This design comes from an exercise in tuning for small area on the open sky130 flow, not from production work.
Only simulation tests tie the RTL to the original design; equivalence was not proved.
Power and IR drop assume default switching activity.

==> design.v <==
module baud_controller(reset, clk, baud_select, sample_ENABLE);
input reset, clk;
input [2:0] baud_select;
output sample_ENABLE;
wire [2:0] baud_select;
reg [16:0] baud_rate;
reg sample_ENABLE;
reg [13:0] counter;
always @ ( baud_select )
begin
	case (baud_select)
	3'b000: baud_rate <= 17'd10416;		 
	3'b001: baud_rate <= 17'd2603;			 
	3'b010: baud_rate <= 17'd650;			 
	3'b011: baud_rate <= 17'd325;			 
	3'b100: baud_rate <= 17'd162;			 
	3'b101: baud_rate <= 17'd80;			 
	3'b110: baud_rate <= 17'd53; 			 
	3'b111: baud_rate <= 17'd26;			 
  default:baud_rate <= 17'd10416;
  endcase
end
always @ ( posedge clk or posedge reset )
begin
	if (reset == 1)
	begin
		counter <= 14'b0;
		sample_ENABLE <= 0;
	end
	else
	begin
		if (counter == baud_rate)
		begin
			counter <= 14'b0;
			sample_ENABLE <= 1'b1;
		end
		else
		begin
			counter <= counter + 14'b1;
			sample_ENABLE <= 1'b0;
		end
	end
end
endmodule
module counter_generator (clk, reset, sample_ENABLE, bit_cnt, next_data);
  input clk, reset, sample_ENABLE, next_data;
  output [3:0]bit_cnt;
  reg [3:0]counter;
  reg [3:0]bit_cnt;
  always @ ( posedge clk or posedge reset ) begin
    if (reset == 1'b1)
    begin
      counter <= 4'b0000;
      bit_cnt <= 4'b0000;
    end
    else
    begin
      if (next_data == 1'b0)
      begin
        if (sample_ENABLE == 1'b1)
        begin
          counter <= counter + 4'b0001;
          if (counter == 4'b1111)
          begin
            bit_cnt <= bit_cnt + 4'b0001;
          end
        end
      end
      else
      begin
        counter <= 4'b0000;
        bit_cnt <= 4'b0000;
      end
    end  
  end  
endmodule  
module receiver_counter_generator (clk, reset, sample_ENABLE, bit_cnt, counter, next_data);
  input clk, reset, sample_ENABLE, next_data;
  output [3:0]bit_cnt;
  output [3:0]counter;
  reg [3:0]counter;
  reg [3:0]bit_cnt;
  always @ ( posedge clk or posedge reset ) begin
    if (reset == 1'b1)
    begin
      counter <= 4'b0000;
      bit_cnt <= 4'b0000;
    end
    else
    begin
      if (next_data == 1'b0)
      begin
        if (sample_ENABLE == 1'b1)
        begin
          counter <= counter + 4'b0001;
          if (counter == 4'b1111)
          begin
            bit_cnt <= bit_cnt + 4'b0001;
          end
        end
      end
      else
      begin
        counter <= 4'b0000;
        bit_cnt <= 4'b0000;
      end
    end  
  end  
endmodule
module uart_transmitter(reset, clk, Tx_DATA, baud_select, Tx_WR, Tx_EN, TxD, Tx_BUSY);
input reset, clk;
input [7:0] Tx_DATA;
input [2:0] baud_select;
input Tx_EN;
input Tx_WR;
output TxD;
output Tx_BUSY;
wire Tx_sample_ENABLE;
wire [3:0]bit_cnt;
reg TxD, Tx_BUSY, next_data;
wire [3:0]state;
reg [3:0]next_state;
baud_controller baud_controller_tx_instance(
	.reset					(reset),
	.clk						(clk),
	.baud_select		(baud_select),
	.sample_ENABLE	(Tx_sample_ENABLE)
);
counter_generator counter_generator(
	.reset					(reset),
	.clk						(clk),
	.sample_ENABLE	(Tx_sample_ENABLE),
	.bit_cnt				(bit_cnt),
	.next_data			(next_data)
);
assign state = next_state;
always @ ( posedge clk or posedge reset ) begin
  if (reset == 1) begin
  	next_state <= 4'b0000;	 
  end
	else begin
	  case (state)
	    4'b0000: begin        
	      if (Tx_EN == 1'b1) begin
	        next_state <= 4'b0001;	 
	      end
	      else begin
	        next_state <= 4'b0000;	 
	      end
	    end
	    4'b0001: begin        
	      if (Tx_WR == 1'b1) begin
	        next_state <= 4'b0010;	 
	      end
	      else begin
	        next_state <= 4'b0001;	 
	      end
	    end
	    4'b0010: begin        
	      if (bit_cnt == 4'd1) begin
	        next_state <= 4'b0011;	 
	      end
	      else begin
	        next_state <= 4'b0010;	 
	      end
	    end
	    4'b0011: begin        
	      if (bit_cnt == 4'd2) begin
	        next_state <= 4'b0100;	 
	      end
	      else begin
	        next_state <= 4'b0011;	 
	      end
	    end
			4'b0100: begin        
	      if (bit_cnt == 4'd3) begin
	        next_state <= 4'b0101;	 
	      end
	      else begin
	        next_state <= 4'b0100;	 
	      end
	    end
			4'b0101: begin        
	      if (bit_cnt == 4'd4) begin
	        next_state <= 4'b0110;	 
	      end
	      else begin
	        next_state <= 4'b0101;	 
	      end
	    end
			4'b0110: begin        
	      if (bit_cnt == 4'd5) begin
	        next_state <= 4'b0111;	 
	      end
	      else begin
	        next_state <= 4'b0110;	 
	      end
	    end
			4'b0111: begin        
	      if (bit_cnt == 4'd6) begin
	        next_state <= 4'b1000;	 
	      end
	      else begin
	        next_state <= 4'b0111;	 
	      end
	    end
			4'b1000: begin        
	      if (bit_cnt == 4'd7) begin
	        next_state <= 4'b1001;	 
	      end
	      else begin
	        next_state <= 4'b1000;	 
	      end
	    end
			4'b1001: begin        
	      if (bit_cnt == 4'd8) begin
	        next_state <= 4'b1010;	 
	      end
	      else begin
	        next_state <= 4'b1001;	 
	      end
	    end
			4'b1010: begin        
	      if (bit_cnt == 4'd9) begin
	        next_state <= 4'b1011;	 
	      end
	      else begin
	        next_state <= 4'b1010;	 
	      end
	    end
	    4'b1011: begin        
	      if (bit_cnt == 4'd10) begin
	        next_state <= 4'b1100;	 
	      end
	      else begin
	        next_state <= 4'b1011;	 
	      end
	    end
	    4'b1100: begin        
				if (bit_cnt == 4'd11) begin
		      if (Tx_EN == 1'b0) begin
		        next_state <= 4'b0000;	 
		      end
					else begin
						next_state <= 4'b0001;	 
					end
				end
	      else begin
	        next_state <= 4'b1100;		 
	      end
	    end
	    default: begin        
	      next_state <= 4'b0000;	  
	    end
	  endcase
	end
end
always @ (posedge clk) begin
  case (state)
    4'b0000: begin        
      TxD <= 1'b1;
      Tx_BUSY <= 1'b0;
			next_data <= 1'b1;
    end
    4'b0001: begin        
      TxD <= 1'b1;
      Tx_BUSY <= 1'b0;
			next_data <= 1'b1;
    end
    4'b0010: begin        
      TxD <= 1'b0;       
      Tx_BUSY <= 1'b1;
			next_data <= 1'b0;
    end
    4'b0011: begin        
      TxD <= Tx_DATA[0];
      Tx_BUSY <= 1'b1;
			next_data <= 1'b0;
    end
		4'b0100: begin        
			TxD <= Tx_DATA[1];
			Tx_BUSY <= 1'b1;
			next_data <= 1'b0;
		end
		4'b0101: begin        
			TxD <= Tx_DATA[2];
			Tx_BUSY <= 1'b1;
			next_data <= 1'b0;
		end
		4'b0110: begin        
			TxD <= Tx_DATA[3];
			Tx_BUSY <= 1'b1;
			next_data <= 1'b0;
		end
		4'b0111: begin        
			TxD <= Tx_DATA[4];
			Tx_BUSY <= 1'b1;
			next_data <= 1'b0;
		end
		4'b1000: begin        
			TxD <= Tx_DATA[5];
			Tx_BUSY <= 1'b1;
			next_data <= 1'b0;
		end
		4'b1001: begin        
			TxD <= Tx_DATA[6];
			Tx_BUSY <= 1'b1;
			next_data <= 1'b0;
		end
		4'b1010: begin        
			TxD <= Tx_DATA[7];
			Tx_BUSY <= 1'b1;
			next_data <= 1'b0;
		end
    4'b1011: begin        
      TxD <= Tx_DATA[7]^Tx_DATA[6]^Tx_DATA[5]^Tx_DATA[4]^Tx_DATA[3]^Tx_DATA[2]^Tx_DATA[1]^Tx_DATA[0];
      Tx_BUSY <= 1'b1;
			next_data <= 1'b0;
    end
    4'b1100: begin        
      TxD <= 1'b1;       
      Tx_BUSY <= 1'b1;
			next_data <= 1'b0;
    end
    default: begin       
      TxD <= 1'b1;
      Tx_BUSY <= 1'b0;
			next_data <= 1'b0;
    end
  endcase
end
endmodule
module uart_receiver(reset, clk, Rx_DATA, baud_select, Rx_EN, RxD, Rx_FERROR, Rx_PERROR, Rx_VALID);
input reset, clk;
input [2:0] baud_select;
input Rx_EN;
input RxD;
output [7:0] Rx_DATA;
output Rx_FERROR;  
output Rx_PERROR;  
output Rx_VALID;  
wire [3:0]state;
reg [3:0]next_state;
reg [2:0]f_sampling;
wire [7:0]Rx_DATA;
reg [7:0]DATA;
reg Rx_FERROR, Rx_PERROR, Rx_VALID, next_data;
wire Rx_sample_ENABLE;
wire [3:0]counter;
wire [3:0]bit_cnt;
baud_controller baud_controller_rx_instance(
  .reset          (reset),
  .clk            (clk),
  .baud_select    (baud_select),
  .sample_ENABLE  (Rx_sample_ENABLE)
);
receiver_counter_generator receiver_counter_generator(
  .reset          (reset),
  .clk            (clk),
  .sample_ENABLE  (Rx_sample_ENABLE),
  .bit_cnt        (bit_cnt),
  .counter        (counter),
  .next_data      (next_data)
);
assign state = next_state;
assign Rx_DATA = DATA[7:0];
  always @ ( posedge clk or posedge reset ) begin
    if (reset == 1'b1) begin
      next_state <= 4'b0000;  
    end
    else begin
      case (state)
        4'd0: begin     
          if (Rx_EN == 1'b1) begin
            next_state <= 4'd1;  
          end
          else begin
            next_state <= 4'd0;  
          end
        end
        4'd1: begin     
          if (RxD == 1'b0) begin
            next_state <= 4'd2;  
          end
          else begin
            next_state <= 4'd1;  
          end
        end
        4'd2: begin     
          if (bit_cnt == 4'd1) begin
            if (f_sampling == 3'b000) begin
              next_state <= 4'd3;
            end
            else begin
              next_state <= 4'd14;  
            end
          end
          else begin
            next_state <= 4'd2;
          end
        end
        4'd3: begin     
          if (bit_cnt == 4'd2) begin
            next_state <= 4'd4;  
          end
          else begin
            next_state <= 4'd3;  
          end
        end
        4'd4: begin     
          if (bit_cnt == 4'd3) begin
            next_state <= 4'd5;  
          end
          else begin
            next_state <= 4'd4;  
          end
        end
        4'd5: begin     
          if (bit_cnt == 4'd4) begin
            next_state <= 4'd6;  
          end
          else begin
            next_state <= 4'd5;  
          end
        end
        4'd6: begin     
          if (bit_cnt == 4'd5) begin
            next_state <= 4'd7;  
          end
          else begin
            next_state <= 4'd6;  
          end
        end
        4'd7: begin     
          if (bit_cnt == 4'd6) begin
            next_state <= 4'd8;  
          end
          else begin
            next_state <= 4'd7;  
          end
        end
        4'd8: begin     
          if (bit_cnt == 4'd7) begin
            next_state <= 4'd9;  
          end
          else begin
            next_state <= 4'd8;  
          end
        end
        4'd9: begin     
          if (bit_cnt == 4'd8) begin
            next_state <= 4'd10;  
          end
          else begin
            next_state <= 4'd9;  
          end
        end
        4'd10: begin     
          if (bit_cnt == 4'd9) begin
            next_state <= 4'd11;  
          end
          else begin
            next_state <= 4'd10;  
          end
        end
        4'd11: begin     
          if (bit_cnt == 4'd10) begin
            if (RxD != ^DATA) begin
              next_state <= 4'd1;  
            end
            else begin
              next_state <= 4'd12;  
            end
          end
          else begin
            next_state <= 4'd11;  
          end
        end
        4'd12: begin     
          if (bit_cnt == 4'd11) begin
            if (f_sampling == 3'b111) begin
              next_state <= 4'd13;  
            end
            else begin
              next_state <= 4'd1;  
            end
          end
          else begin
            next_state <= 4'd12;  
          end
        end
        4'd13: begin     
          if (Rx_EN == 1'b0) begin
            next_state <= 4'd0;	 
          end
          else begin
            next_state <= 4'd1;	 
          end
        end
        4'd14: begin     
          if (bit_cnt == 4'd11) begin
            next_state <= 4'd1;  
          end
          else begin
            next_state <= 4'd14;  
          end
        end
        default: begin     
          next_state <= 4'd0;  
        end
      endcase
    end
  end
  always @ (posedge clk or posedge reset) begin
    if (reset == 1'b1) begin
      DATA <= 8'b00000000;
      Rx_FERROR <= 1'b0;
      Rx_PERROR <= 1'b0;
      Rx_VALID <= 1'b0;
      next_data <= 1'b1;
      f_sampling <= 3'b111;
    end else begin
      case (state)
        4'd0: begin     
          DATA <= 8'bxxxxxxxx;
          Rx_FERROR <= 1'b0;
          Rx_PERROR <= 1'b0;
          Rx_VALID <= 1'b0;
          next_data <= 1'b1;
        end
        4'd1: begin     
          DATA <= 8'bxxxxxxxx;
          Rx_FERROR <= 1'b0;
          Rx_PERROR <= 1'b0;
          Rx_VALID <= 1'b0;
          next_data <= 1'b1;
          f_sampling <= 3'b111;
        end
        4'd2: begin     
          DATA <= 8'bxxxxxxxx;
          if ((counter == 4'b1110 || counter == 4'b1111) && (Rx_sample_ENABLE == 1'b1)) begin
            if (f_sampling == 3'b000) begin
              Rx_FERROR <= 1'b0;
            end
            else begin
              Rx_FERROR <= 1'b1;
            end
          end
          Rx_PERROR <= 1'b0;
          Rx_VALID <= 1'b0;
          next_data <= 1'b0;
          if ((counter == 4'b0100) && (Rx_sample_ENABLE == 1'b1)) begin
            f_sampling[0] <= RxD;
          end
          if ((counter == 4'b1000) && (Rx_sample_ENABLE == 1'b1)) begin
            f_sampling[1] <= RxD;
          end
          if ((counter == 4'b1100) && (Rx_sample_ENABLE == 1'b1)) begin
            f_sampling[2] <= RxD;
          end
        end
        4'd3: begin     
          if ((counter == 4'b1000) && (Rx_sample_ENABLE == 1'b1)) begin
            DATA <= {RxD, DATA[7:1]};
          end
          Rx_FERROR <= 1'b0;
          Rx_PERROR <= 1'b0;
          Rx_VALID <= 1'b0;
          next_data <= 1'b0;
        end
        4'd4: begin     
          if ((counter == 4'b1000) && (Rx_sample_ENABLE == 1'b1)) begin
            DATA <= {RxD, DATA[7:1]};
          end
          Rx_FERROR <= 1'b0;
          Rx_PERROR <= 1'b0;
          Rx_VALID <= 1'b0;
          next_data <= 1'b0;
        end
        4'd5: begin     
          if ((counter == 4'b1000) && (Rx_sample_ENABLE == 1'b1)) begin
            DATA <= {RxD, DATA[7:1]};
          end
          Rx_FERROR <= 1'b0;
          Rx_PERROR <= 1'b0;
          Rx_VALID <= 1'b0;
          next_data <= 1'b0;
        end
        4'd6: begin     
          if ((counter == 4'b1000) && (Rx_sample_ENABLE == 1'b1)) begin
            DATA <= {RxD, DATA[7:1]};
          end
          Rx_FERROR <= 1'b0;
          Rx_PERROR <= 1'b0;
          Rx_VALID <= 1'b0;
          next_data <= 1'b0;
        end
        4'd7: begin     
          if ((counter == 4'b1000) && (Rx_sample_ENABLE == 1'b1)) begin
            DATA <= {RxD, DATA[7:1]};
          end
          Rx_FERROR <= 1'b0;
          Rx_PERROR <= 1'b0;
          Rx_VALID <= 1'b0;
          next_data <= 1'b0;
        end
        4'd8: begin     
          if ((counter == 4'b1000) && (Rx_sample_ENABLE == 1'b1)) begin
            DATA <= {RxD, DATA[7:1]};
          end
          Rx_FERROR <= 1'b0;
          Rx_PERROR <= 1'b0;
          Rx_VALID <= 1'b0;
          next_data <= 1'b0;
        end
        4'd9: begin     
          if ((counter == 4'b1000) && (Rx_sample_ENABLE == 1'b1)) begin
            DATA <= {RxD, DATA[7:1]};
          end
          Rx_FERROR <= 1'b0;
          Rx_PERROR <= 1'b0;
          Rx_VALID <= 1'b0;
          next_data <= 1'b0;
        end
        4'd10: begin     
          if ((counter == 4'b1000) && (Rx_sample_ENABLE == 1'b1)) begin
            DATA <= {RxD, DATA[7:1]};
          end
          Rx_FERROR <= 1'b0;
          Rx_PERROR <= 1'b0;
          Rx_VALID <= 1'b0;
          next_data <= 1'b0;
        end
        4'd11: begin     
          Rx_FERROR <= 1'b0;
          if ((counter == 4'b1000) && (Rx_sample_ENABLE == 1'b1)) begin
            if (RxD != ^DATA) begin
              Rx_PERROR <= 1'b1;
            end
            else begin
              Rx_PERROR <= 1'b0;
            end
          end
          Rx_VALID <= 1'b0;
          next_data <= 1'b0;
        end
        4'd12: begin     
          if ((counter == 4'b1110 || counter == 4'b1111) && (Rx_sample_ENABLE == 1'b1)) begin
            if (f_sampling == 3'b111) begin
              Rx_FERROR <= 1'b0;
            end
            else begin
              Rx_FERROR <= 1'b1;
            end
          end
          Rx_PERROR <= 1'b0;
          Rx_VALID <= 1'b0;
          next_data <= 1'b0;
          if ((counter == 4'b0100) && (Rx_sample_ENABLE == 1'b1)) begin
            f_sampling[0] <= RxD;
          end
          if ((counter == 4'b1000) && (Rx_sample_ENABLE == 1'b1)) begin
            f_sampling[1] <= RxD;
          end
          if ((counter == 4'b1100) && (Rx_sample_ENABLE == 1'b1)) begin
            f_sampling[2] <= RxD;
          end
        end
        4'd13: begin     
          Rx_FERROR <= 1'b0;
          Rx_PERROR <= 1'b0;
          Rx_VALID <= 1'b1;
          next_data <= 1'b0;
        end
        4'd14: begin     
          Rx_FERROR <= 1'b1;
          Rx_PERROR <= 1'b0;
          Rx_VALID <= 1'b0;
          next_data <= 1'b0;
        end
        default: begin     
          DATA <= 8'bxxxxxxxx;
          Rx_FERROR <= 1'b0;
          Rx_PERROR <= 1'b0;
          Rx_VALID <= 1'b0;
          next_data <= 1'b1;
        end
      endcase
    end
  end
endmodule
module uart_top (reset, clk, baud_select, Tx_EN, Tx_WR, Tx_DATA, TxD, Tx_BUSY,
                 Rx_EN, RxD, Rx_DATA, Rx_FERROR, Rx_PERROR, Rx_VALID);
input reset, clk;
input [2:0] baud_select;
input Tx_EN;
input Tx_WR;
input [7:0] Tx_DATA;
output TxD;
output Tx_BUSY;
input Rx_EN;
input RxD;
output [7:0] Rx_DATA;
output Rx_FERROR;
output Rx_PERROR;
output Rx_VALID;
uart_transmitter DUT_Transmitter(
  .reset        (reset),
  .clk          (clk),
  .Tx_DATA      (Tx_DATA),
  .baud_select  (baud_select),
  .Tx_WR        (Tx_WR),
  .Tx_EN        (Tx_EN),
  .TxD          (TxD),
  .Tx_BUSY      (Tx_BUSY)
);
uart_receiver DUT_Receiver(
  .reset        (reset),
  .clk          (clk),
  .baud_select  (baud_select),
  .Rx_EN        (Rx_EN),
  .RxD          (RxD),
  .Rx_DATA      (Rx_DATA),
  .Rx_FERROR    (Rx_FERROR),
  .Rx_PERROR    (Rx_PERROR),
  .Rx_VALID     (Rx_VALID)
);
endmodule
==> run.sh <==
#!/bin/bash
# synth_recipe.tcl (not shown) runs the flow's synth.tcl, then flattens the netlist and writes it again
# the make line also repeats each setting of config.mk as NAME=value (left out here)
make -C /OpenROAD-flow-scripts/flow DESIGN_CONFIG=/design/flow/config.mk WORK_HOME=/design/flow/orfs CLKGATE_MAP_FILE= SYNTH_SCRIPT=/design/flow/synth_recipe.tcl finish
==> config.mk <==
export PLATFORM = sky130hd
export DESIGN_NAME = uart_top
export DESIGN_NICKNAME = uart_top
export VERILOG_FILES = /design/flow/design.v
export SDC_FILE = /design/flow/constraint.sdc
export NUM_CORES = 4
export LEC_CHECK = 0
export CAP_MARGIN = 20
export CORE_MARGIN = 2
export CORE_UTILIZATION = 40
export SLEW_MARGIN = 20
==> constraint.sdc <==
create_clock -name core_clock -period 20.0 [get_ports {clk}]
set_input_delay 4.0000 -clock core_clock [delete_from_list [all_inputs] [get_ports {clk}]]
set_output_delay 4.0000 -clock core_clock [all_outputs]
set_load 0.01 [all_outputs]
==> qor.csv <==
stage;metric;value;unit
sta;max_slew.worst_pin.slew;0.872;ns
yosys;synth_edf_count;0;
yosys;synth_area;4880;µm²
clock_network;post_cts_resized;0;
pwr;power;507;µW
detailed_routing;first_pass_iters;5;
global_route;grt_overflow;0;
detailed_routing;routed_wirelength;10300;µm
detailed_routing;drt.antenna.violating_nets;0;
clock_network;tritoncts;yes;
hold_path;worstHoldPathType;register to register;
yosys;synth_area_leaders;dfrtp_1, xnor2_1, ha_1;
yosys;synthCells;547;
die;dieWidth;114;µm
yosys;synth-seq-cells;72;
yosys;ys_async_sr_fraction;0.958;
cells_and_area;nNetsFinal;593;
status;outcome;no timing/DRC/antenna violations;
sta;skew;0.00425;ns
sta;fmax;148;MHz
cells_and_area;antenna_cells;0;
clock_network;cts.sinks;72;
yosys;seq_area_frac_synth;0.367;
setup_path;critPathRequiredTime;20.19;ns
global_route;grt_max_degree;70;
clock_network;clock_latency;0.34;ns
setup_path;crit_type;input pin to register;
hold_path;hold_depth;1;
detailed_routing;vias;3937;
global_route;grt_antenna_before_repair;0;
clock_network;clk_pin_slew;0.06;ns
sta;hold_viol;0;
sta;setup_viol;0;
sta;period_share;0.337;
yosys;yosysMostFrequentCell;dfrtp_1;
detailed_routing;viasPerCell;5.58;
sta;period_needed;6.74;ns
setup_path;timing.rr.end;DUT_Receiver.DATA[7];
clock_network;cts_made_buffers;9;
setup_path;rr_startpoint;DUT_Receiver.next_state[1];
detailed_routing;drc;0;
die;die-area;13100;µm²
yosys;avgSynthCellArea;8.92;µm²
setup_path;crit_fanout;14;
global_route;grt_first_pass_wirelength;18200;µm
die;die_y;114;µm
global_route;use_met1;0.232;
global_route;grt_use_met3;0.0429;
cells_and_area;final_layout_size_suffix_gt1_frac;0.0733;
clock_network;post_cts_buffers;0;
setup_path;cpPeakStageDelay;0.68;ns
job;drv_cap;0;
clock_network;hold_buffers;0;
placed_design;place_congestion;0.937;
placed_design;dpl.hpwl;7180;µm
die;io_pins;30;
global_route;grt_pass1_vias;3797;
clock_network;h-tree-depth;3;
sta;setup_tns;0;ns
setup_path;reg2reg_slack;17.57;ns
die;start_util;0.408;
cells_and_area;area_delta_synth_final;12.6;%
clock_network;root_buffer;clkbuf_16;
yosys;synth_fp_nets;586;
sta;slew_headroom;0.419;
yosys;synth_ff_type;dfrtp_1;
die;rows;40;
setup_path;path_cells;clkdlybuf4s50_1 -> inv_1 -> ha_1 -> or3_1 -> a211oi_1 -> a2bb2oi_1 -> nor4_4 -> nor2_1;
yosys;ys_types;74;
yosys;yosys.area.top_type;dfrtp_1;
pwr;leakage;0.00227;µW
yosys;synth_common_cells;dfrtp_1, nor2_1, nand2_1;
global_route;met2_usage;0.265;
setup_path;r2r_cells;5;
clock_network;max-clock-path-buffers;2;
setup_path;worstSetupEndpointType;register;
yosys;ys_warn_count;5;
global_route;top_usage_layer;met2;
pwr;p_per_area;92.3;nW/µm²
pwr;ir_drop;53.6;µV
placed_design;io_buffers;29;
detailed_routing;drtIter0Drc;266;
global_route;grtUsageTotal;0.171;
detailed_routing;wl_per_cell;14.6;µm
setup_path;startpoint_type;input pin;
sta;rsz0062_at_grt;no;
setup_path;arrival;6.93;ns
die;core_area;12000;µm²
setup_path;crit_path_top_delay_cell;clkdlybuf4s50_1;
sta;slew_viol_final;0;
yosys;yosysTopAreaCellShare;0.333;
[per-stage QoR]
stage               utilization  area (µm²)  setup slack [ns]  cells  hold slack [ns]
floorplan                     -        4880             13.93    547            0.461
global placement          0.434        5190             13.05    690            0.492
detailed placement        0.434        5190             12.87    690            0.493
CTS                       0.459        5490             13.23    706            0.504
global route              0.459        5490             12.96    706            0.532
finish                    0.459        5490             13.26    706            0.508
[kinds of logic after synthesis]
| group | synth area share |
|---|---|
| AOI/OAI and AO/OA | 0.134 |
| and+or+nand+nor | 0.239 |
| buffers and inverters | 0.0528 |
| xor gates and xnor gates | 0.116 |
| adders and majority gates | 0.0564 |
| DFF | 0.367 |
| muxes | 0.0349 |
[registers in the layout, indices dropped and copies added, names as in the netlist]
name                                                       flops
DUT_Receiver.baud_controller_rx_instance.counter              14
DUT_Transmitter.baud_controller_tx_instance.counter           14
DUT_Receiver.DATA                                              8
DUT_Receiver.next_state                                        4
DUT_Receiver.receiver_counter_generator.bit_cnt                4
DUT_Receiver.receiver_counter_generator.counter                4
DUT_Transmitter.counter_generator.bit_cnt                      4
DUT_Transmitter.counter_generator.counter                      4
DUT_Transmitter.next_state                                     4
DUT_Receiver.f_sampling                                        3
DUT_Receiver.Rx_FERROR                                         1
DUT_Receiver.Rx_PERROR                                         1
DUT_Receiver.Rx_VALID                                          1
DUT_Receiver.baud_controller_rx_instance.sample_ENABLE         1
DUT_Receiver.next_data                                         1
DUT_Transmitter.TxD                                            1
DUT_Transmitter.Tx_BUSY                                        1
DUT_Transmitter.baud_controller_tx_instance.sample_ENABLE      1
DUT_Transmitter.next_data                                      1
[layout make-up]
type | count | area, µm²
multi-input combinational | 417 | 2830
timing repair buffer | 30 | 298
sequential | 72 | 1790
fill | 1148 | 6470
clock buffer | 11 | 243
tap | 147 | 184
inverter | 24 | 90.1
clock inverter | 5 | 56.3
[power by group]
part | internal (µW) | total (µW) | switching, µW | leakage, µW
clock network | 99.6 | 160 | 60.1 | 0.000145
logic | 81.7 | 147 | 65.8 | 0.00124
registers | 167 | 200 | 33.0 | 0.000881
[placed cells by master, fill, tap and decap left out, types with 8 or more instances in the layout]
| master | count |
|---|---|
| a31oi_1 | 8 |
| and3_1 | 10 |
| nand3_1 | 29 |
| nand4_1 | 13 |
| dfrtp_1 | 65 |
| clkdlybuf4s50_1 | 29 |
| inv_1 | 22 |
| nand2b_1 | 10 |
| nor2b_1 | 14 |
| a21oi_1 | 14 |
| xnor2_1 | 34 |
| mux2_2 | 8 |
| nand2_1 | 39 |
| ha_1 | 22 |
| clkbuf_16 | 9 |
| nor3_1 | 12 |
| o21ai_0 | 23 |
| nor2_1 | 59 |
| mux2i_1 | 8 |
| xor2_1 | 26 |
[routing by layer]
layer | up-vias | part of all wire | wire length [µm]
li1 | 1941 | - | -
met1 | 1908 | 0.48 | 4930
met2 | 73 | 0.47 | 4860
met3 | 15 | 0.037 | 385
met4 | 0 | 0.014 | 148
met5 | - | 0 | 0
[worst max-delay path: cells and delay by family]
family | cells | cell delay (ns)
buffers and inverters | 2 | 0.84
adders and majority gates | 1 | 0.47
AOI/OAI and AO/OA | 2 | 0.40
and+or+nand+nor | 3 | 1.22
[worst max-delay path by stage]
stage                         from       end  cells past startpoint
floorplan           baud_select[0]  register                      9
detailed placement  baud_select[0]  register                      8
global placement    baud_select[0]  register                      8
finish              baud_select[0]  register                      8
CTS                 baud_select[0]  register                      8
global route        baud_select[0]  register                      8

## port drivers added, routing unchanged
How much do the figures lean on ideal ports? The routed layout below was timed once more, with nothing changed but the port constraints.
Step 1: set_driving_cell puts a clkbuf_16 on clk and a buf_2 on each other input, an assumption about the parent block.
Step 2 also shifts input and output timing later by t, the mid clock arrival at the registers, as if the neighbouring blocks saw the same clock.
a / b / c = ideal ports / drivers / drivers and shift; a / b = the first two.
t, ns: 0.373
slack for setup (ns): 13.261 / 13.279 / 12.906
hold slack, ns: 0.508 / 0.508 / 0.508
slew at the worst register clock pin (ns): 0.06 / 0.06
worst data-port slew with drivers (ns): 0.03
After both steps this run still meets setup and hold. The setup slack of this run moves by +0.018 ns with the drivers and by -0.355 ns with both steps.
